This is an optimization exercise on Yosys and OpenROAD, whose aim is small area, a short achievable clock period and few clock cycles, not a production implementation.
RTL that was checked went through simulation tests only; none was proved equivalent to the original.
No functional check of the RTL was part of runs 1 to 3.

## flow/run.sh

```bash
#!/bin/bash
# The standard layout, with these changes:
# - synthesis leaves adders to ABC as plain gates instead of mapping them
#   to the full/half-adder cells;
# - each port gets a buf_2 as its buffer.
set -euo pipefail
here=$(pwd)
mkdir -p scripts
for f in "$FLOW_HOME"/scripts/*; do ln -sf "$f" scripts/; done
rm -f scripts/abc_area.script
cp flow/abc_area.script scripts/abc_area.script
bash standard.sh ADDER_MAP_FILE= SCRIPTS_DIR="$here/scripts" "BUFFER_PORTS_ARGS=-buffer_cell sky130_fd_sc_hd__buf_2" finish > flow_make.log 2>&1
```

## flow/abc_area.script

```
strash
&get -n
&deepsyn -J 5 -S 1
&put
balance
balance -l
resub -K 6 -l
rewrite -l
resub -K 6 -N 2 -l
refactor -l
resub -K 8 -l
balance -l
resub -K 8 -N 2 -l
rewrite -l
resub -K 10 -l
rewrite -z -l
resub -K 10 -N 2 -l
balance -l
resub -K 12 -l
refactor -z -l
resub -K 12 -N 2 -l
rewrite -z -l
balance -l
dch
map -B 0.9
topo
stime -c
buffer -c
upsize -c
dnsize -c
```

## standard.sh

```bash
#!/bin/bash
# synth_recipe.tcl (not shown) runs the flow's synth.tcl, then flattens the netlist and writes it again
# the make line also repeats each setting of config.mk as NAME=value (left out here)
make -C /OpenROAD-flow-scripts/flow DESIGN_CONFIG=/design/flow/config.mk WORK_HOME=/design/flow/orfs CLKGATE_MAP_FILE= SYNTH_SCRIPT=/design/flow/synth_recipe.tcl "${@:-finish}"
```

## config.mk

```make
export PLATFORM = sky130hd
export DESIGN_NAME = vendingMachine
export DESIGN_NICKNAME = vendingMachine
export VERILOG_FILES = /design/flow/design.v
export SDC_FILE = /design/flow/constraint.sdc
export NUM_CORES = 4
export LEC_CHECK = 0
export ABC_AREA = 1
export CAP_MARGIN = 20
export CORE_MARGIN = 2
export CORE_UTILIZATION = 40
export SLEW_MARGIN = 20
```

## constraint.sdc

```tcl
create_clock -name core_clock -period 6.0 [get_ports {clk}]
set_input_delay 1.2000 -clock core_clock [delete_from_list [all_inputs] [get_ports {clk}]]
set_output_delay 1.2000 -clock core_clock [all_outputs]
set_load 0.01 [all_outputs]
```

## design.v

```verilog
module vendingMachine(
   clk,
   reset,
   coinInA,
   coinInB,
   coinInC,
   coinInD,
   itemTypeIn,
   itemNumberIn,
   forceIn,
   coinOutA,
   coinOutB,
   coinOutC,
   coinOutD,
   itemTypeOut,
   itemNumberOut,
   serviceTypeOut
);
input          clk;
input          reset;
input  [5:0]   coinInA;
input  [5:0]   coinInB;
input  [5:0]   coinInC;
input  [5:0]   coinInD;
input  [1:0]   itemTypeIn;
input  [2:0]   itemNumberIn;
input          forceIn;
output [5:0]   coinOutA;
output [5:0]   coinOutB;
output [5:0]   coinOutC;
output [5:0]   coinOutD;
output [1:0]   itemTypeOut;
output [2:0]   itemNumberOut;
output [1:0]   serviceTypeOut;
reg            busy;              
reg            first;             
reg    [5:0]   countA, countB, countC, countD;   
reg    [9:0]   s5;                
reg    [2:0]   r;                 
reg    [2:0]   num;               
reg    [1:0]   typ;
reg            frc;
function [4:0] cost5;             
   input [1:0] t;
   case (t)
      2'd0: cost5 = 5'd3;
      2'd1: cost5 = 5'd5;
      2'd2: cost5 = 5'd15;
      default: cost5 = 5'd20;
   endcase
endfunction
wire [3:0]  dq;                   
wire [2:0]  r0;                   
assign dq[0] = (~coinInD[4] & ~coinInD[3] & coinInD[2] & coinInD[0]) | (~coinInD[4] & ~coinInD[3] & coinInD[2] & coinInD[1]) | (~coinInD[5] & ~coinInD[4] & coinInD[3] & ~coinInD[2] & ~coinInD[1]) | (~coinInD[4] & coinInD[2] & coinInD[1] & coinInD[0]) | (~coinInD[5] & coinInD[4] & coinInD[3] & coinInD[2] & ~coinInD[1]) | (coinInD[5] & ~coinInD[4] & ~coinInD[3] & coinInD[1] & coinInD[0]) | (coinInD[5] & ~coinInD[4] & ~coinInD[3] & coinInD[2]) | (coinInD[5] & ~coinInD[4] & coinInD[2] & coinInD[0]) | (coinInD[5] & ~coinInD[4] & coinInD[2] & coinInD[1]) | (coinInD[5] & ~coinInD[3] & coinInD[2] & coinInD[1] & coinInD[0]) | (coinInD[4] & coinInD[3] & ~coinInD[2] & coinInD[1]) | (~coinInD[5] & coinInD[4] & ~coinInD[3] & ~coinInD[2]) | (coinInD[5] & coinInD[4] & ~coinInD[2] & ~coinInD[1]) | (~coinInD[5] & coinInD[4] & ~coinInD[2] & coinInD[0]);
assign dq[1] = (~coinInD[5] & ~coinInD[4] & coinInD[3] & coinInD[1]) | (~coinInD[5] & ~coinInD[4] & coinInD[3] & coinInD[2]) | (~coinInD[5] & coinInD[4] & ~coinInD[3] & ~coinInD[2]) | (~coinInD[5] & coinInD[3] & coinInD[2] & coinInD[1]) | (coinInD[5] & ~coinInD[4] & ~coinInD[3]) | (coinInD[5] & ~coinInD[3] & coinInD[2]) | (coinInD[5] & coinInD[4] & coinInD[3] & ~coinInD[2]) | (coinInD[5] & ~coinInD[3] & coinInD[1]);
assign dq[2] = (~coinInD[5] & coinInD[4] & coinInD[2]) | (~coinInD[5] & coinInD[4] & coinInD[3]) | (coinInD[5] & ~coinInD[4] & ~coinInD[3]) | (coinInD[4] & coinInD[3] & coinInD[2]);
assign dq[3] = (coinInD[5] & coinInD[3]) | (coinInD[5] & coinInD[4]);
assign r0[0] = (~coinInD[4] & ~coinInD[3] & coinInD[2] & coinInD[1] & ~coinInD[0]) | (~coinInD[5] & ~coinInD[4] & coinInD[3] & ~coinInD[2] & ~coinInD[1] & ~coinInD[0]) | (~coinInD[5] & ~coinInD[4] & coinInD[3] & coinInD[2] & ~coinInD[1] & coinInD[0]) | (~coinInD[5] & coinInD[4] & coinInD[3] & coinInD[2] & ~coinInD[1] & ~coinInD[0]) | (coinInD[5] & ~coinInD[4] & ~coinInD[3] & coinInD[2] & ~coinInD[0]) | (coinInD[5] & ~coinInD[4] & coinInD[2] & coinInD[1] & ~coinInD[0]) | (coinInD[5] & coinInD[4] & ~coinInD[3] & ~coinInD[2] & coinInD[1] & coinInD[0]) | (~coinInD[5] & ~coinInD[4] & ~coinInD[3] & ~coinInD[2] & coinInD[0]) | (coinInD[4] & ~coinInD[3] & ~coinInD[2] & ~coinInD[1] & ~coinInD[0]) | (coinInD[5] & ~coinInD[4] & coinInD[3] & ~coinInD[2] & coinInD[0]) | (coinInD[4] & coinInD[3] & coinInD[2] & coinInD[1] & coinInD[0]) | (~coinInD[5] & coinInD[4] & ~coinInD[3] & coinInD[2] & coinInD[0]) | (coinInD[5] & coinInD[4] & coinInD[3] & ~coinInD[2] & ~coinInD[0]) | (~coinInD[5] & coinInD[4] & ~coinInD[2] & coinInD[1] & ~coinInD[0]) | (coinInD[5] & coinInD[4] & coinInD[2] & ~coinInD[1] & coinInD[0]) | (~coinInD[4] & ~coinInD[3] & ~coinInD[2] & ~coinInD[1] & coinInD[0]) | (~coinInD[5] & ~coinInD[4] & ~coinInD[2] & coinInD[1] & coinInD[0]);
assign r0[1] = (~coinInD[5] & ~coinInD[4] & coinInD[3] & ~coinInD[1] & ~coinInD[0]) | (~coinInD[5] & ~coinInD[4] & coinInD[3] & coinInD[2] & ~coinInD[1]) | (~coinInD[5] & coinInD[4] & ~coinInD[3] & ~coinInD[2] & ~coinInD[1] & coinInD[0]) | (~coinInD[5] & coinInD[4] & coinInD[3] & ~coinInD[2] & coinInD[1] & coinInD[0]) | (~coinInD[5] & coinInD[3] & coinInD[2] & ~coinInD[1] & ~coinInD[0]) | (coinInD[5] & ~coinInD[4] & ~coinInD[3] & coinInD[2] & coinInD[1] & ~coinInD[0]) | (coinInD[5] & coinInD[4] & coinInD[3] & ~coinInD[2] & ~coinInD[1] & coinInD[0]) | (coinInD[5] & coinInD[3] & ~coinInD[2] & coinInD[1] & ~coinInD[0]) | (~coinInD[5] & ~coinInD[4] & ~coinInD[3] & coinInD[1] & coinInD[0]) | (coinInD[5] & coinInD[4] & ~coinInD[3] & ~coinInD[1] & ~coinInD[0]) | (~coinInD[5] & ~coinInD[3] & ~coinInD[2] & coinInD[1] & ~coinInD[0]) | (coinInD[5] & coinInD[3] & coinInD[2] & coinInD[1] & coinInD[0]) | (coinInD[5] & ~coinInD[3] & coinInD[2] & ~coinInD[1] & coinInD[0]) | (coinInD[5] & ~coinInD[4] & ~coinInD[3] & ~coinInD[2] & ~coinInD[1]) | (~coinInD[5] & coinInD[4] & ~coinInD[3] & coinInD[2] & coinInD[1]) | (coinInD[5] & coinInD[4] & coinInD[3] & coinInD[1] & ~coinInD[0]) | (coinInD[5] & ~coinInD[4] & coinInD[3] & coinInD[1] & coinInD[0]);
assign r0[2] = (coinInD[5] & ~coinInD[4] & ~coinInD[3] & ~coinInD[2] & coinInD[1] & ~coinInD[0]) | (~coinInD[5] & ~coinInD[4] & ~coinInD[3] & coinInD[2] & ~coinInD[1] & ~coinInD[0]) | (coinInD[5] & ~coinInD[4] & ~coinInD[3] & coinInD[2] & coinInD[1] & coinInD[0]) | (~coinInD[5] & ~coinInD[4] & coinInD[3] & ~coinInD[2] & ~coinInD[1] & coinInD[0]) | (coinInD[5] & ~coinInD[4] & coinInD[3] & coinInD[2] & ~coinInD[1] & ~coinInD[0]) | (~coinInD[5] & ~coinInD[4] & coinInD[3] & coinInD[2] & coinInD[1] & ~coinInD[0]) | (coinInD[5] & coinInD[4] & ~coinInD[3] & ~coinInD[2] & ~coinInD[1] & coinInD[0]) | (~coinInD[5] & coinInD[4] & ~coinInD[3] & ~coinInD[2] & coinInD[1] & coinInD[0]) | (coinInD[5] & coinInD[4] & ~coinInD[3] & coinInD[2] & coinInD[1] & ~coinInD[0]) | (~coinInD[5] & coinInD[4] & coinInD[3] & ~coinInD[2] & ~coinInD[1] & ~coinInD[0]) | (coinInD[5] & coinInD[4] & coinInD[3] & ~coinInD[2] & coinInD[1] & coinInD[0]) | (~coinInD[5] & coinInD[4] & coinInD[3] & coinInD[2] & ~coinInD[1] & coinInD[0]);
wire [7:0]  kn;                   
assign kn[0] = (~itemTypeIn[1] & itemNumberIn[0]) | (~itemTypeIn[0] & itemNumberIn[0]);
assign kn[1] = (~itemTypeIn[0] & ~itemNumberIn[1] & itemNumberIn[0]) | (~itemTypeIn[1] & itemTypeIn[0] & itemNumberIn[1]) | (~itemTypeIn[0] & itemNumberIn[1] & ~itemNumberIn[0]);
assign kn[2] = (~itemTypeIn[0] & ~itemNumberIn[2] & itemNumberIn[1] & ~itemNumberIn[0]) | (~itemTypeIn[1] & ~itemTypeIn[0] & itemNumberIn[2] & itemNumberIn[0]) | (itemTypeIn[0] & ~itemNumberIn[2] & itemNumberIn[0]) | (~itemTypeIn[1] & itemTypeIn[0] & itemNumberIn[2] & ~itemNumberIn[0]) | (itemTypeIn[1] & ~itemNumberIn[2] & itemNumberIn[0]) | (~itemTypeIn[0] & itemNumberIn[2] & ~itemNumberIn[1] & ~itemNumberIn[0]) | (itemTypeIn[1] & itemTypeIn[0] & itemNumberIn[0]);
assign kn[3] = (~itemNumberIn[2] & itemNumberIn[1] & itemNumberIn[0]) | (~itemTypeIn[0] & itemNumberIn[2] & ~itemNumberIn[1]) | (~itemTypeIn[1] & itemNumberIn[2] & ~itemNumberIn[1] & itemNumberIn[0]) | (itemTypeIn[0] & itemNumberIn[1] & ~itemNumberIn[0]) | (itemTypeIn[1] & ~itemTypeIn[0] & itemNumberIn[0]) | (itemTypeIn[1] & itemNumberIn[1]);
assign kn[4] = (~itemTypeIn[1] & ~itemTypeIn[0] & itemNumberIn[2] & itemNumberIn[1]) | (~itemTypeIn[1] & itemTypeIn[0] & itemNumberIn[2] & ~itemNumberIn[1]) | (itemTypeIn[1] & ~itemTypeIn[0] & itemNumberIn[1] & ~itemNumberIn[0]) | (itemTypeIn[1] & itemNumberIn[2] & ~itemNumberIn[0]) | (itemTypeIn[1] & itemTypeIn[0] & ~itemNumberIn[2] & itemNumberIn[0]) | (itemNumberIn[2] & itemNumberIn[1] & ~itemNumberIn[0]);
assign kn[5] = (~itemTypeIn[1] & itemTypeIn[0] & itemNumberIn[2] & itemNumberIn[1] & itemNumberIn[0]) | (itemTypeIn[1] & ~itemTypeIn[0] & itemNumberIn[2] & ~itemNumberIn[1] & ~itemNumberIn[0]) | (itemTypeIn[1] & ~itemTypeIn[0] & itemNumberIn[1] & itemNumberIn[0]) | (itemTypeIn[1] & itemTypeIn[0] & itemNumberIn[2] & ~itemNumberIn[1] & itemNumberIn[0]) | (itemTypeIn[1] & itemTypeIn[0] & itemNumberIn[1] & ~itemNumberIn[0]) | (itemTypeIn[1] & ~itemNumberIn[2] & itemNumberIn[1] & itemNumberIn[0]);
assign kn[6] = (itemTypeIn[1] & ~itemTypeIn[0] & itemNumberIn[2] & itemNumberIn[0]) | (itemTypeIn[1] & itemTypeIn[0] & itemNumberIn[2] & ~itemNumberIn[1]) | (itemTypeIn[1] & itemNumberIn[2] & itemNumberIn[1] & ~itemNumberIn[0]);
assign kn[7] = (itemTypeIn[1] & itemTypeIn[0] & itemNumberIn[2] & itemNumberIn[1] & itemNumberIn[0]);
wire [9:0]  v5   = {coinInA, 3'b0} + {3'b0, coinInA, 1'b0} + {3'b0, coinInB, 1'b0}
                 + {4'b0, coinInC} + {6'b0, dq};
wire [10:0] ev   = {1'b0, busy ? s5 : v5} + (busy ? {6'b0, cost5(typ)} : ~{3'b0, kn})
                 + {10'b0, ~busy};
wire        enough = ~ev[10];
reg  [5:0]  ge;
reg  [7:0]  th [1:6];
integer j;
always @* begin
   for (j = 1; j < 7; j = j + 1) begin
      case (itemTypeIn)
         2'd0: th[j] = j * 3;
         2'd1: th[j] = j * 5;
         2'd2: th[j] = j * 15;
         default: th[j] = j * 20;
      endcase
      ge[j-1] = (v5[9:8] != 2'b0) | (v5[7:0] >= th[j]);
   end
end
wire [6:0]  e    = {ge[5], ge[5:1] ^ ge[4:0], ~ge[0]};
wire [2:0]  nf   = {e[4] | e[5] | e[6], e[2] | e[3] | e[6], e[1] | e[3] | e[5]};
reg  [4:0]  sF;
integer k;
always @* begin
   sF = e[0] ? v5[4:0] : 5'd0;
   for (k = 1; k < 7; k = k + 1)
      sF = sF | ({5{e[k]}} & (v5[4:0] - th[k][4:0]));
end
wire [9:0]  s50  = enough ? ev[9:0] : forceIn ? {5'b0, sF} : v5;
wire [2:0]  num0 = enough ? itemNumberIn : forceIn ? nf : 3'd0;
wire [5:0]  fs   = {2'b0, s5[3:0]} + {2'b0, s5[7:4]} + {4'b0, s5[9:8]};
wire [2:0]  sm5;
assign sm5[0] = (~fs[4] & ~fs[3] & ~fs[2] & fs[0]) | (~fs[4] & ~fs[3] & fs[2] & fs[1] & ~fs[0]) | (~fs[4] & fs[3] & ~fs[2] & ~fs[1] & ~fs[0]) | (~fs[4] & ~fs[2] & fs[1] & fs[0]) | (~fs[4] & fs[3] & fs[2] & ~fs[1] & fs[0]) | (fs[4] & ~fs[3] & ~fs[2] & ~fs[0]) | (fs[4] & ~fs[3] & fs[2] & fs[0]) | (fs[4] & ~fs[2] & fs[1] & ~fs[0]) | (fs[4] & fs[3] & fs[2] & ~fs[1] & ~fs[0]) | (fs[4] & fs[2] & fs[1] & fs[0]);
assign sm5[1] = (fs[5]) | (~fs[4] & fs[3] & ~fs[1] & ~fs[0]) | (~fs[4] & fs[3] & fs[2] & ~fs[1]) | (fs[4] & ~fs[3] & ~fs[2] & ~fs[1] & fs[0]) | (fs[4] & fs[3] & ~fs[2] & fs[1] & fs[0]) | (fs[3] & fs[2] & ~fs[1] & ~fs[0]) | (~fs[4] & ~fs[3] & ~fs[2] & fs[1]) | (fs[4] & ~fs[3] & fs[1] & ~fs[0]) | (~fs[3] & fs[2] & fs[1] & fs[0]);
assign sm5[2] = (~fs[4] & ~fs[3] & fs[2] & ~fs[1] & ~fs[0]) | (~fs[4] & fs[3] & ~fs[2] & ~fs[1] & fs[0]) | (~fs[4] & fs[3] & fs[2] & fs[1] & ~fs[0]) | (fs[4] & ~fs[3] & ~fs[2] & fs[1] & fs[0]) | (fs[4] & fs[3] & ~fs[2] & ~fs[1] & ~fs[0]) | (fs[4] & fs[3] & fs[2] & ~fs[1] & fs[0]);
wire        b    = s5[0];
wire [3:0]  y    = {1'b0, sm5} + ((sm5[0] ^ b) ? 4'd5 : 4'd0);
wire [2:0]  m    = y[3:1];
wire [7:0]  p77  = s5[7:0] + {s5[5:0], 2'b0} + {s5[4:0], 3'b0} + {s5[1:0], 6'b0};
wire [7:0]  y77;
assign y77[0] = (y[0]);
assign y77[1] = (y[1]);
assign y77[2] = (~y[2] & y[0]) | (y[2] & ~y[0]);
assign y77[3] = (~y[3] & ~y[2] & ~y[1] & y[0]) | (y[1] & ~y[0]) | (y[2] & y[1]) | (y[3] & ~y[0]);
assign y77[4] = (y[3] & y[0]) | (~y[2] & y[1] & ~y[0]) | (y[2] & ~y[1] & ~y[0]) | (y[2] & y[1] & y[0]);
assign y77[5] = (y[3]) | (~y[2] & y[1] & y[0]) | (y[2] & ~y[1] & ~y[0]);
assign y77[6] = (y[3] & ~y[0]) | (~y[3] & ~y[2] & y[0]) | (y[2] & y[1] & ~y[0]);
assign y77[7] = (~y[2] & y[1]) | (y[2] & ~y[1] & y[0]) | (y[1] & ~y[0]) | (y[3] & y[0]);
wire [7:0]  a2   = p77 - y77;
wire [6:0]  a    = a2[7:1];
wire [10:0] r1x  = {1'b0, s5} - {2'b0, countA, 3'b0} - {4'b0, countA, 1'b0};
wire        exA  = ~r1x[10] & (r1x[9:0] >= 10'd10);
wire        rbig = r1x[9:8] != 2'b0;                          
wire [7:0]  rr   = exA ? r1x[7:0] : {4'b0, y};
wire [7:0]  u0   = {1'b0, countB, 1'b0} + {2'b0, countC};
wire [5:0]  dmr  = countD - {3'b0, r};
wire        rok  = countD >= {3'b0, r};
wire [3:0]  dq5;
assign dq5[0] = (~dmr[4] & ~dmr[3] & dmr[2] & dmr[0]) | (~dmr[4] & ~dmr[3] & dmr[2] & dmr[1]) | (~dmr[5] & ~dmr[4] & dmr[3] & ~dmr[2] & ~dmr[1]) | (~dmr[4] & dmr[2] & dmr[1] & dmr[0]) | (~dmr[5] & dmr[4] & dmr[3] & dmr[2] & ~dmr[1]) | (dmr[5] & ~dmr[4] & ~dmr[3] & dmr[1] & dmr[0]) | (dmr[5] & ~dmr[4] & ~dmr[3] & dmr[2]) | (dmr[5] & ~dmr[4] & dmr[2] & dmr[0]) | (dmr[5] & ~dmr[4] & dmr[2] & dmr[1]) | (dmr[5] & ~dmr[3] & dmr[2] & dmr[1] & dmr[0]) | (dmr[4] & dmr[3] & ~dmr[2] & dmr[1]) | (~dmr[5] & dmr[4] & ~dmr[3] & ~dmr[2]) | (dmr[5] & dmr[4] & ~dmr[2] & ~dmr[1]) | (~dmr[5] & dmr[4] & ~dmr[2] & dmr[0]);
assign dq5[1] = (~dmr[5] & ~dmr[4] & dmr[3] & dmr[1]) | (~dmr[5] & ~dmr[4] & dmr[3] & dmr[2]) | (~dmr[5] & dmr[4] & ~dmr[3] & ~dmr[2]) | (~dmr[5] & dmr[3] & dmr[2] & dmr[1]) | (dmr[5] & ~dmr[4] & ~dmr[3]) | (dmr[5] & ~dmr[3] & dmr[2]) | (dmr[5] & dmr[4] & dmr[3] & ~dmr[2]) | (dmr[5] & ~dmr[3] & dmr[1]);
assign dq5[2] = (~dmr[5] & dmr[4] & dmr[2]) | (~dmr[5] & dmr[4] & dmr[3]) | (dmr[5] & ~dmr[4] & ~dmr[3]) | (dmr[4] & dmr[3] & dmr[2]);
assign dq5[3] = (dmr[5] & dmr[3]) | (dmr[5] & dmr[4]);
wire [7:0]  uq   = u0 + {4'b0, dq5};
wire        bA   = r1x[7:0] >= {1'b0, countB, 1'b0} + 8'd2;
wire        bN   = {4'b0, y} >= {1'b0, countB, 1'b0} + 8'd2;
wire        cA_  = r1x[7:0] > u0;
wire        cN   = {4'b0, y} > u0;
wire        qA   = r1x[7:0] <= uq;
wire        qN   = {4'b0, y} <= uq;
wire        exB  = exA ? bA : bN;
wire        c0   = b & (countC == 6'd0);                      
wire        exC  = exB ? (exA ? cA_ : cN) : c0;
wire        okq  = exB ? (exA ? qA & ~rbig : qN) : ~(c0 & (dq5 == 4'd0));
wire        ok   = rok & okq & (first | frc | (num == 3'd0));
wire [7:0]  e2   = rr - {1'b0, countB, 1'b0};                 
wire [3:0]  qlo  = rr[3:0] - u0[3:0];                         
wire [5:0]  kq   = {qlo, 2'b0} + {2'b0, qlo} + {3'b0, r};
wire [5:0]  kD   = ~exC ? {3'b0, r} : exB ? kq : {3'b0, r} + 6'd5;
wire [5:0]  kA   = exA ? countA : a[5:0];
wire [5:0]  kB   = exB ? countB : rr[6:1];
wire [5:0]  kC   = exC ? countC : exB ? e2[5:0] : {5'b0, b};
wire [6:0]  tA   = {1'b0, countA} + {1'b0, coinInA};
wire [6:0]  tB   = {1'b0, countB} + {1'b0, coinInB};
wire [6:0]  tC   = {1'b0, countC} + {1'b0, coinInC};
wire [6:0]  tD   = {1'b0, countD} + {1'b0, coinInD};
wire [5:0]  pA   = exA ? 6'd0 : countA - a[5:0];
wire [5:0]  pB   = exB ? 6'd0 : countB - rr[6:1];
wire [5:0]  pC   = exC ? 6'd0 : countC - (exB ? e2[5:0] : {5'b0, b});
wire [5:0]  pD   = countD - kD;
wire [5:0]  nA   = busy ? pA : tA[6] ? 6'd63 : tA[5:0];
wire [5:0]  nB   = busy ? pB : tB[6] ? 6'd63 : tB[5:0];
wire [5:0]  nC   = busy ? pC : tC[6] ? 6'd63 : tC[5:0];
wire [5:0]  nD   = busy ? pD : tD[6] ? 6'd63 : tD[5:0];
always @(posedge clk) begin
   s5     <= busy ? ev[9:0] : s50;
   num    <= busy ? num - 3'd1 : num0;
   first  <= ~busy;
end
always @(posedge clk) begin
   if (!reset) begin
      busy   <= 1'b0;
      countA <= 6'd5;
      countB <= 6'd30;
      countC <= 6'd10;
      countD <= 6'd20;
   end
   else if (!busy) begin
      if (itemNumberIn != 3'd0) begin
         busy   <= 1'b1;
         countA <= nA;
         countB <= nB;
         countC <= nC;
         countD <= nD;
         r      <= r0;
         typ    <= itemTypeIn;
         frc    <= forceIn;
      end
   end
   else if (ok) begin
      busy   <= 1'b0;
      countA <= nA;
      countB <= nB;
      countC <= nC;
      countD <= nD;
   end
end
assign coinOutA       = kA;
assign coinOutB       = kB;
assign coinOutC       = kC;
assign coinOutD       = kD;
assign itemTypeOut    = typ;
assign itemNumberOut  = num;
assign serviceTypeOut = !busy ? 2'b01 : ok ? 2'b00 : 2'b10;
endmodule
```

==> flow_summary.ini, run 1 <==
[worst_setup_path]
crit_start = countA[2]
cp-end-kind = output port
reg2reg_depth = 43
crit_end = coinOutD[2]
path_common_cell = nand2_2
reg2reg_setup_slack_ns = 1.18
arrival_ns = 4.35
crit_required_ns = 4.80
r2r-start = countA[2]
cp.depth = 34
r2r-end = countD[5]
crit_family = simple AND/OR/NAND/NOR gates
start_kind = flop
max_stage_delay_ns = 0.53
path_buf_inv = 5
critPathMaxFanout = 19
cpMaxStageDelayCell = dfxtp_1
crit_type = flop to output port

[sta]
max_freq_mhz = 180
fin_setup_tns_ns = 0
skew_ns = 0.0132
hold_violations = 0
min_period_ns = 5.55
fin_ws_ns = 0.455
slew_headroom = 0.516
post-route-period-util = 0.924
worst_pin_slew_ns = 0.723
slew_viol_final = 0
setup-violations-final = 0

[detailed_routing]
vias = 10521
avgRoutedWirePerCell_um = 15.3
ant_nets = 0
drt-total-wl_um = 29900
dr.pass1.iters = 5
routed_via_density = 5.37
drc = 0
first_iter_violations = 838

[floorplanning]
die_area_um2 = 24100
num_io_pins = 63
core_um2 = 22600
rows = 55
die_height_um = 155
initial_core_util = 0.406
die_x_um = 155

[finish]
n_antenna_cell = 0
area_growth_pct = 7.31
stdcell_count = 1961
fin_nets = 1708
drive_gt1_frac = 0.168

[clocking]
postCtsHoldBufs = 0
h-tree-depth = 2
clk_latency_ns = 0.31
cts_buffer_depth = 2
clockRootBuffer = clkbuf_16
clkSinkCount = 45
cts_buffers = 5
clkSlewWorstSetupHoldPaths_ns = 0.07
cts_tree = done

[global_routing]
grt_max_degree = 34
antenna_found_initial = 1
grt-ovfl-total = 0
track_usage = 0.247
grt_pass1_vias = 9628
grt_pass1_wl_um = 48600

[place]
gp_congestion = 0.982
pre_cts_ws_ns = 0.632
dp_cells = 1952
dp_hpwl_um = 24400
place.port_buffers = 62

[job]
cap_violations = 0

[yosys]
yosys-top-cells-area = nand2_1 (19%), dfxtp_1 (8.5%), inv_1 (8.3%), nand3_1 (6.6%), o21ai_0 (6.3%)
ys_ff_latch = 45
synth_cells = 1637
synth-async-reset-ratio = 0
syn-num-nets = 1669
seq_area_frac_synth = 0.105
ys_warn_count = 2
synth_edf_count = 6
postSynthAreaPerCell_um2 = 5.59
yosys.cell_types.count = 74
synth_area_um2 = 9160
synth_commonest_cells = nand2_1 (462), inv_1 (202), nor2_1 (145), nand3_1 (121), o21ai_0 (116)
synth_top_cell_area_share = 0.189
yosysMostFrequentCell = nand2_1
synth_top_flop_cell = dfxtp_1
synth_area_leader_cell = nand2_1

[min_path]
holdCritPathClass = flop to flop
whs_path_depth = 2
min_from = s5[9]

[outcome]
status = finished clean
==> worst min-delay path by stage <==
| stage | slack, ns | to |
|---|---|---|
| 2_1_floorplan | 0.48 | s5[9] |
| 3_3_place_gp | 0.51 | s5[9] |
| 3_5_place_dp | 0.52 | s5[9] |
| 4_1_cts | 0.53 | s5[9] |
| 5_1_grt | 0.57 | s5[9] |
| 6_report | 0.55 | s5[9] |
==> registers in the layout, summed over array words and instances (netlist names) <==
register	count
busy	1
r	3
s5	10
countB	6
frc	1
countD	6
typ	2
countA	6
num	3
first	1
countC	6
==> per-layer routing <==
layer / wire [µm] / vias to the layer above / global-route usage / part of all wire
li1: - / 5401 / - / -
met1: 14000 / 4749 / 0.342 / 0.47
met2: 13500 / 333 / 0.416 / 0.45
met3: 1800 / 36 / 0.0234 / 0.060
met4: 539 / 2 / 0.0559 / 0.018
met5: 13 / - / 0 / 0.00043
==> worst min-delay path, cell delays in order, from the launching register on <==
cell and delay, ns:
dfxtp_1 0.35, nand2_1 0.09, o21ai_0 0.07
==> layout make-up <==
cell class                 instances  area (µm²)
multi-input combinational       1311        7080
sequential                        45         970
timing repair buffer              69         363
inverter                         244         921
clock buffer                       5         125
tap                              285         357
clock inverter                     2        11.3
fill                            2517       12700
==> per-stage QoR <==
stage / util / hold slack (ns) / instance area [µm²]
2_1_floorplan: - / 0.484 / 9160
3_3_place_gp: 0.426 / 0.510 / 9620
3_5_place_dp: 0.426 / 0.520 / 9620
4_1_cts: 0.432 / 0.530 / 9750
5_1_grt: 0.435 / 0.570 / 9820
6_report: 0.435 / 0.548 / 9820
==> kinds of logic (layout without fill, tap and decap cells) <==
kind of cell               count (synthesis)  count (layout)  share of synthesized area
AOI/OAI and AO/OA                        312             312                      0.203
buffers and inverters                    281             320                      0.127
DFF                                       45              45                      0.105
xor gates and xnor gates                  91              91                     0.0923
and+or+nand+nor                          904             904                      0.468
adders and majority gates                  4               4                    0.00451
==> layout by cell type, fill, tap and decap left out, types with 4 or more instances in the layout <==
master	synthesis	routed
a21oi_1	68	68
a21oi_2	5	5
a22oi_1	6	6
a31oi_1	13	13
buf_2	6	62
buf_4	6	7
clkbuf_16	0	5
dfxtp_1	39	34
dfxtp_2	0	4
edfxtp_1	6	6
inv_1	202	201
inv_2	39	40
nand2_1	462	457
nand2_2	48	52
nand2_4	13	14
nand3_1	121	120
nand3_2	16	17
nand4_1	17	17
nor2_1	145	143
nor2_2	7	9
nor2_4	4	4
nor3_1	17	17
o211ai_1	9	9
o21ai_0	116	116
o21ai_1	33	32
o21ai_2	8	9
o221ai_1	4	4
o22ai_1	13	13
o31ai_1	4	4
or2_1	11	10
or2_2	17	17
or2_4	3	4
xnor2_1	22	21
xor2_1	65	64
==> repair_timing <==
item | CTS | global route
resized for setup | 0 | 19
setup endpoints to repair | 0 | 8
setup buffers | 0 | 2
==> run 2: changes to the inputs <==
--- a/flow/abc_area.script
+++ b/flow/abc_area.script
@@ -23,6 +23,7 @@
 balance -l
 dch
 map -B 0.9
+map -B 0.9
 topo
 stime -c
 buffer -c
==> run 2 against run 1 <==
  * Global-route usage increased by 0.79 points
  * Maximum frequency decreased by 0.89%
  * Still clean
  * Register-to-register slack about the same
  * Non-clock buffer count increased by 11
  * Synthesized cell count increased by 0.61%
  * Critical path type unchanged
==> flow_summary.ini, run 2 <==
[detailed_routing]
wl_met2_um = 14200
topRoutingLayerUsed = met4
first_iter_violations = 746
dr.pass1.iters = 5
avgRoutedWirePerCell_um = 15.8
ant_nets = 0
routed_via_density = 5.39
dr_wl_met3_um = 1810
drc = 0
vias = 10664
drt-total-wl_um = 31200
wl_met1_um = 14200

[sta]
whs_ns = 0.518
worst_pin_slew_ns = 0.664
min_period_ns = 5.60
slew_viol_final = 0
slew_headroom = 0.552
fin_ws_ns = 0.405
post-route-period-util = 0.933
max_freq_mhz = 179
skew_ns = 0.00499
hold_violations = 0
setup-violations-final = 0

[worst_setup_path]
cp-end-kind = output port
crit_required_ns = 4.80
crit_type = flop to output port
r2r-start = s5[3]
reg2reg_setup_slack_ns = 1.18
max_stage_delay_ns = 0.49
arrival_ns = 4.40
r2r-end = countD[5]
cpMaxStageDelayCell = edfxtp_1
start_kind = flop
reg2reg_depth = 43
critPathMaxFanout = 6
path_common_cell = nand2_1

[finish]
stdcell_count = 1979
final_cell_mix = nand2_1 (470), inv_1 (194), nand3_1 (135), o21ai_0 (122), nor2_1 (116)
regMostFlops = s5
n_antenna_cell = 0
fill_cells = 2535
area_growth_pct = 7.54
drive_gt1_frac = 0.181
final_common_cell = nand2_1
largest_register_ffs = 10
fin_nets = 1725

[yosys]
synth_top_cell_area_share = 0.191
synth-async-reset-ratio = 0
postSynthAreaPerCell_um2 = 5.65
synth_cells = 1647
synth_area_leader_cell = nand2_1
synth_top_family_by_area = simple AND/OR/NAND/NOR gates
ys_ff_latch = 45
seq_area_frac_synth = 0.103
yosys-top-cells-area = nand2_1 (19%), dfxtp_1 (8.4%), inv_1 (7.9%), nand3_1 (7.3%), xor2_1 (6.7%)
synth_compound_area_frac = 0.205
synth_top_flop_cell = dfxtp_1
yosysMostFrequentCell = nand2_1
synthAdderAreaFrac = 0.00766
syn-num-nets = 1679
yosys-mux-area-fraction = 0.00108
synth_xor_area_frac = 0.0903
yosys.area_share.simple = 0.467
synth_edf_count = 6
yosys.cell_types.count = 76
ys_warn_count = 2
synth_area_um2 = 9310
synth_commonest_cells = nand2_1 (474), inv_1 (195), nand3_1 (136), o21ai_0 (122), nor2_1 (118)

[place]
dp_cells = 1966
pre_cts_ws_ns = 0.447
gp_congestion = 0.937
dp_hpwl_um = 25600
place.port_buffers = 62

[floorplanning]
rows = 55
die_height_um = 157
num_io_pins = 63
die_area_um2 = 24500
initial_core_util = 0.410
die_x_um = 157
core_um2 = 22700

[clocking]
clkSinkCount = 45
cts_buffer_depth = 2
clk_latency_ns = 0.31
h-tree-depth = 2
cts_tree = done
cts_buffers = 5
postCtsHoldBufs = 0
clockRootBuffer = clkbuf_16
clkSlewWorstSetupHoldPaths_ns = 0.07

[outcome]
status = finished clean

[global_routing]
antenna_found_initial = 0
grt_pass1_vias = 9700
grt_pass1_wl_um = 50000
grt_max_degree = 42
track_usage = 0.255
grt-ovfl-total = 0

[job]
cap_violations = 0

[min_path]
min_from = countD[3]
whs_path_depth = 2
holdCritPathClass = flop to flop
holdPathEnd = countD[3]
==> run 2: changes by cell type in the layout (fill, tap and decap cells not counted), sizes merged, moves of 11 or more <==
cell | before | now
a21oi | 75 | 64
inv | 243 | 230
nor2 | 156 | 132
nand3 | 140 | 164
nand2 | 526 | 560
buf | 69 | 80
==> run 2: layer usage <==
metal | track usage | up-vias
met5 | 0 | -
met4 | 0.0804 | 0
met3 | 0.0341 | 57
met2 | 0.430 | 316
met1 | 0.336 | 4823
li1 | - | 5468
==> run 2: cells by family after synthesis <==
group / count (synthesis)
AO/OA/AOI/OAI: 310
XOR/XNOR: 96
adder cells (fa/ha/maj): 7
buffers and inverters: 274
flip-flops: 45
multiplexers: 1
AND/OR/NAND/NOR: 914
==> run 2: worst max path at each step <==
| stage | cells past startpoint | startpoint | to |
|---|---|---|---|
| floorplan | 32 | coinInD[5] | s5[0] |
| global placement | 26 | coinInD[2] | s5[0] |
| detailed placement | 31 | coinInD[2] | s5[3] |
| CTS | 24 | s5[0] | coinOutC[4] |
| global route | 36 | r[1] | serviceTypeOut[1] |
| finish | 35 | r[1] | serviceTypeOut[1] |
==> run 2: metrics by stage <==
stage	area, µm²	util	TNS [ns]
6_report	10000	0.441	0
5_1_grt	10000	0.441	-0.00904
4_1_cts	9950	0.438	0
3_5_place_dp	9800	0.432	0
3_3_place_gp	9800	0.432	0
2_1_floorplan	9310	-	0
==> run 2: timing repair <==
item,4_1_cts,5_1_grt
hold endpoints to repair,0,0
buffers inserted,0,5
gates resized for setup,0,14
endpoints found under the setup margin,0,11
==> run 2: final cells by class <==
class / instances / area, µm² / area share
sequential: 45 / 970 / 0.0969
timing repair buffer: 80 / 445 / 0.0445
clock inverter: 2 / 15.0 / 0.00150
multi-input combinational: 1328 / 7200 / 0.719
inverter: 233 / 898 / 0.0897
clock buffer: 6 / 129 / 0.0129
tap: 285 / 357 / 0.0356
==> run 2: critical path, delay by kind of cell, from the launching register on <==
family | cells | cell delay [ns]
buf+inv | 5 | 0.56
xor+xnor | 1 | 0.17
compound gates | 5 | 0.63
simple gates | 24 | 2.26
flops | 1 | 0.49
==> run 3: changes to the inputs <==
--- a/design.v
+++ b/design.v
@@ -69,8 +69,7 @@
 assign kn[7] = (itemTypeIn[1] & itemTypeIn[0] & itemNumberIn[2] & itemNumberIn[1] & itemNumberIn[0]);
 wire [9:0]  v5   = {coinInA, 3'b0} + {3'b0, coinInA, 1'b0} + {3'b0, coinInB, 1'b0}
                  + {4'b0, coinInC} + {6'b0, dq};
-wire [10:0] ev   = {1'b0, busy ? s5 : v5} + (busy ? {6'b0, cost5(typ)} : ~{3'b0, kn})
-                 + {10'b0, ~busy};
+wire [10:0] ev   = {1'b0, v5} - {3'b0, kn};
 wire        enough = ~ev[10];
 reg  [5:0]  ge;
 reg  [7:0]  th [1:6];
@@ -161,11 +160,6 @@
 wire [5:0]  nC   = busy ? pC : tC[6] ? 6'd63 : tC[5:0];
 wire [5:0]  nD   = busy ? pD : tD[6] ? 6'd63 : tD[5:0];
 always @(posedge clk) begin
-   s5     <= busy ? ev[9:0] : s50;
-   num    <= busy ? num - 3'd1 : num0;
-   first  <= ~busy;
-end
-always @(posedge clk) begin
    if (!reset) begin
       busy   <= 1'b0;
       countA <= 6'd5;
@@ -176,11 +170,14 @@
    else if (!busy) begin
       if (itemNumberIn != 3'd0) begin
          busy   <= 1'b1;
+         first  <= 1'b1;
          countA <= nA;
          countB <= nB;
          countC <= nC;
          countD <= nD;
+         s5     <= s50;
          r      <= r0;
+         num    <= num0;
          typ    <= itemTypeIn;
          frc    <= forceIn;
       end
@@ -191,6 +188,11 @@
       countB <= nB;
       countC <= nC;
       countD <= nD;
+   end
+   else begin
+      first  <= 1'b0;
+      num    <= num - 3'd1;
+      s5     <= s5 + {5'b0, cost5(typ)};
    end
 end
 assign coinOutA       = kA;
--- a/flow/abc_area.script
+++ b/flow/abc_area.script
@@ -23,7 +23,6 @@
 balance -l
 dch
 map -B 0.9
-map -B 0.9
 topo
 stime -c
 buffer -c
==> run 3 against run 2 <==
  * Now fails the layout checks on negative setup slack
  * Clock skew is 0.00066 ns higher
  * Setup slack worse by 0.50 ns
  * Critical path type unchanged
==> flow_summary.ini, run 3 <==
[outcome]
status = complete, but fails checks
violations = negative setup slack

[place]
dp_hpwl_um = 23900
gp_congestion = 0.931
dp_cells = 1910
placed_area_um2 = 9420
place.port_buffers = 62

[clocking]
cts_buffer_depth = 2
cts_tree = done
clk_latency_ns = 0.31
h-tree-depth = 2
postCtsHoldBufs = 0
clockRootBuffer = clkbuf_16
clkSlewWorstSetupHoldPaths_ns = 0.08
cts_buffers = 5
clkSinkCount = 45

[finish]
multi_input_area_um2 = 6960
fill_cells = 2219
post-route-util = 0.504
drive_gt1_frac = 0.227
regMostFlops = s5
seq_area_um2 = 1110
final_common_cell = nand2_1
area_growth_pct = 23.7
final_cell_mix = nand2_1 (394), inv_1 (216), nor2_1 (150), o21ai_0 (116), buf_4 (96)
largest_register_ffs = 10
stdcell_area_um2 = 10600
fin_nets = 1728
n_antenna_cell = 0
stdcell_count = 1972

[worst_setup_path]
cpMaxStageDelayCell = edfxtp_1
crit_required_ns = 4.80
reg2reg_setup_slack_ns = 0.46
arrival_ns = 4.89
critPathMaxFanout = 6
start_kind = flop
crit_type = flop to output port
max_stage_delay_ns = 0.50
path_common_cell = nand2_2
cp-end-kind = output port

[floorplanning]
initial_core_util = 0.408
die_x_um = 151
num_io_pins = 63
rows = 53
die_height_um = 151
core_um2 = 21100
die_area_um2 = 22700

[yosys]
synth_cells = 1561
syn-num-nets = 1593
postSynthAreaPerCell_um2 = 5.51
synth_area_um2 = 8600
yosys.cell_types.count = 56
synth_top_cell_area_share = 0.191
synth_commonest_cells = nand2_1 (437), inv_1 (231), nor2_1 (165), o21ai_0 (130), nand3_1 (94)
synth_top_flop_cell = dfxtp_1
yosys-top-cells-area = nand2_1 (19%), inv_1 (10%), xor2_1 (8.2%), o21ai_0 (7.6%), nor2_1 (7.2%)
seq_area_frac_synth = 0.128
ys_ff_latch = 45
yosysMostFrequentCell = nand2_1
ys_warn_count = 2
synth-async-reset-ratio = 0
synth_area_leader_cell = nand2_1
synth_edf_count = 20

[sta]
slew_headroom = 0.529
setup-violations-final = 7
hold_violations = 0
post-route-period-util = 1.02
slew_viol_final = 0
rsz0062_at_grt = yes
fin_ws_ns = -0.0943
skew_ns = 0.00565
max_freq_mhz = 164
min_period_ns = 6.09
fin_setup_tns_ns = -0.351
worst_pin_slew_ns = 0.701

[detailed_routing]
routed_via_density = 5.32
avgRoutedWirePerCell_um = 15.7
first_iter_violations = 816
ant_nets = 0
dr.pass1.iters = 6
drc = 0
drt-total-wl_um = 30900
vias = 10489

[global_routing]
grt_max_degree = 25
antenna_found_initial = 0
grt_pass1_wl_um = 47400
grt_pass1_vias = 9226
track_usage = 0.266
grt-ovfl-total = 0

[min_path]
holdCritPathClass = flop to flop

[job]
cap_violations = 0
-- run 3: cell count changes after synthesis, moves of 16 or more --
cell and delta:
inv_1 +36, nor2_1 +47, nand3_1 -42, a21oi_1 +16, nand2_2 -39, nand2_1 -37, inv_2 -16
-- run 3: worst paths after layout --
kind / depth (start not counted) / start / end
worst min register to register: 2 / countD[5] / countD[5]
worst min-delay path: 2 / countD[5] / countD[5]
worst max register to register: 52 / s5[0] / countD[5]
worst max-delay path: 36 / s5[0] / coinOutD[5]
-- run 3: final cells by class --
| class | count | area share |
|---|---|---|
| well taps | 275 | 0.0324 |
| repair buffers | 165 | 0.107 |
| clock buffers | 7 | 0.0144 |
| flip-flops and latches | 45 | 0.104 |
| multi-input cells | 1234 | 0.655 |
| inverters | 245 | 0.0873 |
| clock inverters | 1 | 0.000471 |
-- run 3: through the flow --
step	setup WS (ns)	hold slack (ns)
2_1_floorplan	0.550	0.494
3_3_place_gp	-0.189	0.551
3_5_place_dp	-0.202	0.551
4_1_cts	-0.00771	0.564
5_1_grt	-0.446	0.593
6_report	-0.0943	0.563
-- run 3: critical path: cells and delay by family, from the launching register on --
| family | cells | cell delay (ns) |
|---|---|---|
| simple gates | 25 | 2.87 |
| buf+inv | 4 | 0.32 |
| compound gates | 7 | 0.89 |
| flops | 1 | 0.50 |
-- run 3: repair_timing --
item | 4_1_cts | 5_1_grt
setup buffers | 21 | 34
pin swaps | 26 | 59
resized for setup | 49 | 129
endpoints found under the setup margin | 14 | 35
gates cloned | 0 | 0
-- run 3: kinds of logic (layout without fill, tap and decap cells) --
family,count (synthesis),in the layout,share of synthesized area
AOI/OAI and AO/OA,311,311,0.212
xor gates and xnor gates,100,100,0.102
adders and majority gates,6,6,0.00698
buffers and inverters,282,418,0.131
DFF,45,45,0.128
and+or+nand+nor,817,817,0.421
-- run 3: metal layers --
metal	vias up	wire length [µm]	global-route usage
met5	-	0	0
met4	0	768	0.0804
met3	49	1920	0.0264
met2	408	14400	0.442
met1	4696	13900	0.363
li1	5336	-	-
==> run 4: changes to the inputs <==
--- a/design.v
+++ b/design.v
@@ -69,7 +69,8 @@
 assign kn[7] = (itemTypeIn[1] & itemTypeIn[0] & itemNumberIn[2] & itemNumberIn[1] & itemNumberIn[0]);
 wire [9:0]  v5   = {coinInA, 3'b0} + {3'b0, coinInA, 1'b0} + {3'b0, coinInB, 1'b0}
                  + {4'b0, coinInC} + {6'b0, dq};
-wire [10:0] ev   = {1'b0, v5} - {3'b0, kn};
+wire [10:0] ev   = {1'b0, busy ? s5 : v5} + (busy ? {6'b0, cost5(typ)} : ~{3'b0, kn})
+                 + {10'b0, ~busy};
 wire        enough = ~ev[10];
 reg  [5:0]  ge;
 reg  [7:0]  th [1:6];
@@ -192,7 +193,7 @@
    else begin
       first  <= 1'b0;
       num    <= num - 3'd1;
-      s5     <= s5 + {5'b0, cost5(typ)};
+      s5     <= ev[9:0];
    end
 end
 assign coinOutA       = kA;
--- a/config.mk
+++ b/config.mk
@@ -8,5 +8,5 @@
 export ABC_AREA = 1
 export CAP_MARGIN = 20
 export CORE_MARGIN = 2
-export CORE_UTILIZATION = 40
+export CORE_UTILIZATION = 45
 export SLEW_MARGIN = 20
==> run 4 against run 3 <==
  * The run now finishes clean
  * Clock-buffer cell count fell by 2
  * Highest routed layer is now met5
  * Non-clock buffer count shrank 78
  * Maximum frequency up 7.4%
  * Utilization is 0.23 points lower
  * Via count down 0.42%
  * First-iteration DRC count rose by 9.7%
  * Setup slack better by 0.42 ns
==> flow_summary.ini, run 4 <==
[global_routing]
gr-usage-met1 = 0.385
grt-ovfl-total = 0
grtUsageMet2 = 0.460
track_usage = 0.278
grt_pass1_vias = 9502
grt_use_met3 = 0.0299
top_usage_layer = met2
grt_pass1_wl_um = 48400
grt_max_degree = 30
antenna_found_initial = 2

[yosys]
syn-num-nets = 1659
synth_edf_count = 20
seq_area_frac_synth = 0.123
ys_warn_count = 2
postSynthAreaPerCell_um2 = 5.51
synth_top_flop_cell = dfxtp_1
synth_area_leader_cell = nand2_1
synth_commonest_cells = nand2_1 (516), inv_1 (196), nor2_1 (136), nand3_1 (120), o21ai_0 (104)
synth_cells = 1627
synth_top_cell_area_share = 0.216
synth-async-reset-ratio = 0
ys_ff_latch = 45
yosysMostFrequentCell = nand2_1
yosys-top-cells-area = nand2_1 (22%), inv_1 (8.2%), edfxtp_1 (6.7%), nand3_1 (6.7%), o21ai_0 (5.8%)
synth_area_um2 = 8960
yosys.cell_types.count = 69

[place]
dp_hpwl_um = 24400
placed_area_um2 = 9480
gp_congestion = 0.974
place.port_buffers = 62
dp_cells = 1924
pre_cts_ws_ns = 0.478

[worst_setup_path]
max_stage_delay_ns = 0.51
arrival_ns = 4.47
crit_required_ns = 4.80
cp-end-kind = output port
critPathMaxFanout = 12
reg2reg_setup_slack_ns = 1.21
crit_type = flop to output port
start_kind = flop
cpMaxStageDelayCell = edfxtp_1
path_common_cell = nand3_2

[detailed_routing]
vias = 10445
ant_nets = 0
drc = 0
drt-total-wl_um = 29900
routed_via_density = 5.37
first_iter_violations = 895
avgRoutedWirePerCell_um = 15.4
dr.pass1.iters = 6

[finish]
final_cell_mix = nand2_1 (514), inv_1 (196), nor2_1 (135), nand3_1 (116), o21ai_0 (102)
regMostFlops = s5
stdcell_area_um2 = 9800
stdcell_count = 1944
drive_gt1_frac = 0.154
largest_register_ffs = 10
fill_cells = 2146
final_common_cell = nand2_1
area_growth_pct = 9.34
fin_nets = 1709

[sta]
post-route-period-util = 0.945
setup-violations-final = 0
worst_pin_slew_ns = 0.779
slew_viol_final = 0
skew_ns = 0.0122
whs_ns = 0.606
fin_ws_ns = 0.328
slew_headroom = 0.481
max_freq_mhz = 176
min_period_ns = 5.67
hold_violations = 0

[clocking]
cts_buffer_depth = 2
cts_tree = done
cts_buffers = 5
clkSlewWorstSetupHoldPaths_ns = 0.08
h-tree-depth = 2
clkSinkCount = 45
clk_latency_ns = 0.31
clockRootBuffer = clkbuf_16

[floorplanning]
core_um2 = 19500
initial_core_util = 0.459
die_area_um2 = 21100
num_io_pins = 63
die_x_um = 145
rows = 51
die_height_um = 145

[outcome]
status = finished clean

[job]
cap_violations = 0

[min_path]
holdCritPathClass = flop to flop
==> run 4: final cells by class <==
type                       instances  area [µm²]  share of cell area
multi-input combinational       1307        6820               0.696
sequential                        45        1100               0.112
inverter                         231         875              0.0892
timing repair buffer              87         498              0.0508
tap                              265         332              0.0338
clock buffer                       5         125              0.0128
clock inverter                     3        43.8             0.00447
antenna                            1        2.50            0.000255
==> run 4: stage by stage <==
step	TNS (ns)	utilization
final	0	0.502
after global placement	0	0.486
after global routing	-0.0359	0.502
after detailed placement	0	0.486
after floorplan	0	-
after CTS	0	0.494
==> run 4: logic make-up (layout without fill, tap and decap cells) <==
kind of cell / after synthesis / count (layout) / synth area share
and+or+nand+nor: 927 / 927 / 0.465
AOI/OAI and AO/OA: 285 / 285 / 0.189
buffers and inverters: 275 / 326 / 0.123
xor gates and xnor gates: 92 / 92 / 0.0966
DFF: 45 / 45 / 0.123
adders and majority gates: 3 / 3 / 0.00335
other: 0 / 1 / 0
==> run 4: per-layer routing <==
metal  vias to the layer above  part of all wire
li1                       5356                 -
met1                      4672              0.46
met2                       360              0.45
met3                        55             0.073
met4                         2             0.022
met5                         -           0.00037
==> run 4: what timing repair did <==
| action | 4_1_cts | 5_1_grt |
|---|---|---|
| hold buffers | 0 | 0 |
| hold endpoints to repair | 0 | 0 |
| setup buffers | 0 | 11 |
| resized for setup | 0 | 14 |
| endpoints found under the setup margin | 0 | 6 |
==> run 4: final timing paths <==
kind / start / endpoint / depth (start not counted)
worst min-delay path: countC[0] / countC[0] / 2
worst min register to register: countC[0] / countC[0] / 2
worst max register to register: countA[1] / countD[5] / 32
worst max-delay path: s5[3] / coinOutD[3] / 30
==> run 4: critical path, delay by kind of cell (launching register included) <==
family	cells	cell delay, ns
AND/OR/NAND/NOR	20	2.27
buffers and inverters	6	0.63
flip-flops	1	0.51
AO/OA/AOI/OAI	3	0.45
XOR/XNOR	1	0.30
Testbench counts of run 4, summed over its fixed seeds: cycles 15,992.
==> run 5: changes to the inputs <==
--- a/config.mk
+++ b/config.mk
@@ -8,5 +8,5 @@
 export ABC_AREA = 1
 export CAP_MARGIN = 20
 export CORE_MARGIN = 2
-export CORE_UTILIZATION = 45
+export CORE_UTILIZATION = 35
 export SLEW_MARGIN = 20
==> run 5 against run 4 <==
  * Still clean
  * Non-clock buffer count up 4
  * Sequential share of layout area down 0.12 points
  * Synthesized cell count unchanged
  * Via count down 0.25%
  * First-iteration DRC count down 6.6%
  * Final cell count up 3.5%
  * Largest cell class unchanged
==> flow_summary.ini, run 5 <==
[clocking]
clockRootBuffer = clkbuf_16
h-tree-depth = 2
postCtsHoldBufs = 0
cts_buffer_depth = 2
clk_latency_ns = 0.31
clkSinkCount = 45
clkSlewWorstSetupHoldPaths_ns = 0.08
cts_tree = done
cts_buffers = 5

[sta]
slew_viol_final = 0
worst_pin_slew_ns = 0.756
post-route-period-util = 0.932
slew_headroom = 0.495
fin_ws_ns = 0.410
rsz0062_at_grt = yes
max_freq_mhz = 179
skew_ns = 0.0126
hold_violations = 0
setup-violations-final = 0
min_period_ns = 5.59
whs_ns = 0.603

[worst_setup_path]
reg2reg_setup_slack_ns = 1.06
crit_type = flop to output port
cpMaxStageDelayCell = edfxtp_1
start_kind = flop
crit_family = simple AND/OR/NAND/NOR gates
cp-end-kind = output port
critPathMaxFanout = 7
crit_required_ns = 4.80
path_buf_inv = 5
path_common_cell = nand2_1
arrival_ns = 4.39
max_stage_delay_ns = 0.57

[yosys]
synth_top_flop_cell = dfxtp_1
synth_edf_count = 20
yosys-top-cells-area = nand2_1 (22%), inv_1 (8.2%), edfxtp_1 (6.7%), nand3_1 (6.7%), o21ai_0 (5.8%)
syn-num-nets = 1659
synth_cells = 1627
ys_ff_latch = 45
synth_area_um2 = 8960
synth_xor_area_frac = 0.0966
yosys.area_share.simple = 0.465
synth_top_cell_area_share = 0.216
yosysMostFrequentCell = nand2_1
synth_area_leader_cell = nand2_1
postSynthAreaPerCell_um2 = 5.51
seq_area_frac_synth = 0.123
yosys.cell_types.count = 69
synth_top_family_by_area = simple AND/OR/NAND/NOR gates
synthAdderAreaFrac = 0.00335
yosys-mux-area-fraction = 0
synth-async-reset-ratio = 0
synth_commonest_cells = nand2_1 (516), inv_1 (196), nor2_1 (136), nand3_1 (120), o21ai_0 (104)
synth_compound_area_frac = 0.189
ys_warn_count = 2

[global_routing]
gr-usage-met1 = 0.307
antenna_found_initial = 0
grt-ovfl-total = 0
grt_use_met3 = 0.0174
grt_max_degree = 27
track_usage = 0.228
grtUsageMet2 = 0.395
top_usage_layer = met2
grt_pass1_vias = 9520
grt_pass1_wl_um = 48900

[floorplanning]
core_um2 = 25200
die_area_um2 = 26900
initial_core_util = 0.356
die_height_um = 164
die_x_um = 164
num_io_pins = 63
rows = 58

[outcome]
status = finished clean

[detailed_routing]
drc = 0
avgRoutedWirePerCell_um = 15.1
drt-total-wl_um = 30400
routed_via_density = 5.18
ant_nets = 0
dr.pass1.iters = 6
vias = 10419
first_iter_violations = 836

[finish]
final_common_cell = nand2_1
largest_register_ffs = 10
fin_nets = 1713
stdcell_count = 2012
n_antenna_cell = 0
area_growth_pct = 10.7
drive_gt1_frac = 0.158
stdcell_area_um2 = 9920
final_cell_mix = nand2_1 (514), inv_1 (194), nor2_1 (136), nand3_1 (116), o21ai_0 (102)
regMostFlops = s5

[job]
cap_violations = 0

[place]
dp_hpwl_um = 25100
pre_cts_ws_ns = 0.400
placed_area_um2 = 9560
place.port_buffers = 62
gp_congestion = 1.02
dp_cells = 1988

[min_path]
holdCritPathClass = flop to flop
-- run 5: cell counts after synthesis --
No cell type changed its count.
-- run 5: cell families (layout without fill, tap and decap cells) --
kind of cell / after synthesis / in the layout
flip-flops: 45 / 45
XOR/XNOR: 92 / 92
AO/OA/AOI/OAI: 285 / 285
buffers and inverters: 275 / 330
adder cells (fa/ha/maj): 3 / 3
AND/OR/NAND/NOR: 927 / 927
-- run 5: repair_timing --
item | in CTS | in global routing
endpoints found under the setup margin | 0 | 11
gates resized for setup | 0 | 14
setup buffers | 0 | 16
-- run 5: layer usage --
metal  wire length [µm]  up-vias
met3               1720       37
met1              13800     4661
met5                  0        -
met4                670        0
li1                   -     5365
met2              14200      356
-- run 5: final cells by class --
class | count | area, µm²
fill | 2774 | 15300
multi-input combinational | 1307 | 6810
sequential | 45 | 1100
inverter | 231 | 878
timing repair buffer | 91 | 528
tap | 330 | 413
clock buffer | 5 | 125
clock inverter | 3 | 68.8
-- run 5: stage by stage --
step                 util  setup TNS, ns
floorplan               -              0
detailed placement  0.380              0
finish              0.394              0
global placement    0.380              0
CTS                 0.387              0
global route        0.394        -0.0543
-- run 5: final timing paths --
path                   from           to  cells past startpoint
setup / recovery      s5[2]  coinOutD[3]                     30
hold / removal    countD[2]    countD[2]                      2
setup reg to reg      s5[2]    countD[5]                     32
hold reg to reg   countD[2]    countD[2]                      2
-- run 5: worst reg2reg max path: cells and delay by family (launching register included) --
family                 cells  cell delay, ns
AO/OA/AOI/OAI              9            1.40
XOR/XNOR                   1            0.39
buffers and inverters      3            0.43
flip-flops                 1            0.56
AND/OR/NAND/NOR           19            2.05
==> run 6: changes to the inputs <==
==> flow/run.sh (replaced) <==
#!/bin/bash
# The standard layout, with these changes:
# - synthesis leaves adders to ABC as plain gates instead of mapping them
#   to the full/half-adder cells;
# - each port gets a buf_1 as its buffer.
set -euo pipefail
here=$(pwd)
mkdir -p scripts
for f in "$FLOW_HOME"/scripts/*; do ln -sf "$f" scripts/; done
rm -f scripts/abc_area.script
cp flow/abc_area.script scripts/abc_area.script
bash standard.sh ADDER_MAP_FILE= SCRIPTS_DIR="$here/scripts" "BUFFER_PORTS_ARGS=-buffer_cell sky130_fd_sc_hd__buf_1" finish > flow_make.log 2>&1
--- a/config.mk
+++ b/config.mk
@@ -8,5 +8,5 @@
 export ABC_AREA = 1
 export CAP_MARGIN = 20
 export CORE_MARGIN = 2
-export CORE_UTILIZATION = 35
+export CORE_UTILIZATION = 40
 export SLEW_MARGIN = 20
==> run 6 against run 5 <==
  * Still clean on timing, DRC and antenna
  * Maximum frequency fell by 1.5%
  * Register-to-register slack worse by 0.06 ns
  * Hold slack worse by 0.0047 ns
  * Largest cell class unchanged
==> flow_summary.ini, run 6 <==
[worst_setup_path]
critPathMaxFanout = 5
start_kind = flop
crit_type = flop to output port
cp-end-kind = output port
crit_required_ns = 4.80
reg2reg_setup_slack_ns = 1.00
cpMaxStageDelayCell = edfxtp_1
arrival_ns = 4.47
max_stage_delay_ns = 0.51
path_common_cell = nand2_1

[floorplanning]
die_x_um = 154
num_io_pins = 63
initial_core_util = 0.410
die_height_um = 154
rows = 54
die_area_um2 = 23600
core_um2 = 21900

[global_routing]
grt_max_degree = 46
track_usage = 0.252
grt_pass1_wl_um = 48900
grt_pass1_vias = 9474
grt-ovfl-total = 0
antenna_found_initial = 1

[clocking]
cts_buffers = 5
clk_latency_ns = 0.30
cts_buffer_depth = 2
clkSinkCount = 45
clkSlewWorstSetupHoldPaths_ns = 0.08
h-tree-depth = 2
clockRootBuffer = clkbuf_16
cts_tree = done

[detailed_routing]
routed_via_density = 5.35
ant_nets = 0
vias = 10538
avgRoutedWirePerCell_um = 15.6
dr.pass1.iters = 6
drc = 0
first_iter_violations = 831
drt-total-wl_um = 30700

[yosys]
synth_top_cell_area_share = 0.216
synth-async-reset-ratio = 0
synth_edf_count = 20
ys_warn_count = 2
seq_area_frac_synth = 0.123
yosys.cell_types.count = 69
ys_ff_latch = 45
yosys-top-cells-area = nand2_1 (22%), inv_1 (8.2%), edfxtp_1 (6.7%), nand3_1 (6.7%), o21ai_0 (5.8%)
postSynthAreaPerCell_um2 = 5.51
synth_commonest_cells = nand2_1 (516), inv_1 (196), nor2_1 (136), nand3_1 (120), o21ai_0 (104)
synth_cells = 1627
syn-num-nets = 1659
yosysMostFrequentCell = nand2_1
synth_top_flop_cell = dfxtp_1
synth_area_leader_cell = nand2_1
synth_area_um2 = 8960

[finish]
fill_cells = 2424
drive_gt1_frac = 0.128
regMostFlops = s5
final_cell_mix = nand2_1 (512), inv_1 (196), nor2_1 (136), nand3_1 (115), o21ai_0 (101)
largest_register_ffs = 10
seq_area_um2 = 1100
stdcell_count = 1971
final_common_cell = nand2_1
multi_input_area_um2 = 6850
n_antenna_cell = 0
fin_nets = 1722
area_growth_pct = 10.2

[sta]
setup-violations-final = 0
skew_ns = 0.0120
max_freq_mhz = 176
worst_pin_slew_ns = 0.962
rsz0062_at_grt = yes
whs_ns = 0.599
fin_setup_tns_ns = 0
slew_viol_final = 0
min_period_ns = 5.67
hold_violations = 0
slew_headroom = 0.357
post-route-period-util = 0.946

[place]
gp_congestion = 0.952
dp_hpwl_um = 24800
dp_cells = 1942
place.port_buffers = 62

[outcome]
status = finished clean

[job]
cap_violations = 0

[min_path]
holdCritPathClass = flop to flop
[run 6: metal layers]
layer | wire length (µm) | GRT usage
met1 | 14100 | 0.349
met2 | 14100 | 0.424
met3 | 1920 | 0.0259
met4 | 516 | 0.0537
met5 | 13 | 0
[run 6: final timing paths]
path                  to      start  cells past startpoint
max          coinOutD[3]      s5[1]                     32
min            countC[0]  countC[0]                      2
max reg2reg    countA[0]       r[1]                     37
min reg2reg    countC[0]  countC[0]                      2
[run 6: per-stage QoR]
stage          instance area, µm²  utilization  setup slack [ns]
2_1_floorplan                8960            -              1.24
3_3_place_gp                 9450        0.432             0.403
3_5_place_dp                 9450        0.432             0.350
4_1_cts                      9640        0.440             0.192
5_1_grt                      9880        0.451           -0.0423
6_report                     9880        0.451             0.327
[run 6: critical path: cells and delay by family (launching register included)]
kind / cells / cell delay (ns)
AO/OA/AOI/OAI: 1 / 0.19
AND/OR/NAND/NOR: 24 / 2.57
buffers and inverters: 6 / 0.70
XOR/XNOR: 1 / 0.22
flip-flops: 1 / 0.51
[run 6: final cells by class]
cell class,count,share of cell area
clock inverters,3,0.00696
well taps,280,0.0354
inverters,231,0.0885
multi-input cells,1308,0.693
flip-flops and latches,45,0.112
repair buffers,99,0.0520
clock buffers,5,0.0127
[run 6: kinds of logic (layout without fill, tap and decap cells)]
kind of cell / after synthesis / in the layout / synth area share
fa+ha+maj: 3 / 3 / 0.00335
compound gates: 285 / 285 / 0.189
xor+xnor: 92 / 92 / 0.0966
simple gates: 927 / 928 / 0.465
flops: 45 / 45 / 0.123
buf+inv: 275 / 338 / 0.123
[run 6: timing repair]
action                     4_1_cts  5_1_grt
setup endpoints to repair        0       12
setup buffers                    0       20
hold buffers                     0        0
gates resized for setup          0       22

[afterwards: timing with drivers on the ports]
In the flow no input, the clock included, has a driving cell. The finished layouts below were timed again as built, in two steps.
Step 1, drivers: a clkbuf_16 drives clk and a buf_2 each remaining input, both assumed.
Step 2 adds t to the input delays and takes it off the output delays; t is the mean of the earliest and latest rising clock arrival at the registers after step 1. Input paths then give back, and output paths get back, about the clock's delay inside the block.
Three values: ideal ports, drivers, drivers and shift; two values: the first two.
run | shift t [ns] | slack for setup (ns) | worst setup path after step 2 | worst data-port slew with drivers (ns) | pins driven straight from the clock port
run 1 | 0.340 | 0.455 / 0.416 / 0.739 | input to register | 0.06 | 1
run 2 | 0.343 | 0.405 / 0.364 / 0.399 | input to register | 0.03 | 1
run 3 | 0.353 | -0.094 / -0.136 / 0.172 | input to register | 0.04 | 1
run 4 | 0.346 | 0.328 / 0.286 / 0.468 | input to register | 0.07 | 1
run 5 | 0.345 | 0.410 / 0.369 / 0.427 | input to register | 0.05 | 1
run 6 | 0.346 | 0.327 / 0.280 / 0.247 | input to register | 0.07 | 1
The setup slack of run 6, which loses most, moves by -0.047 ns with the drivers and by -0.080 ns with both steps.
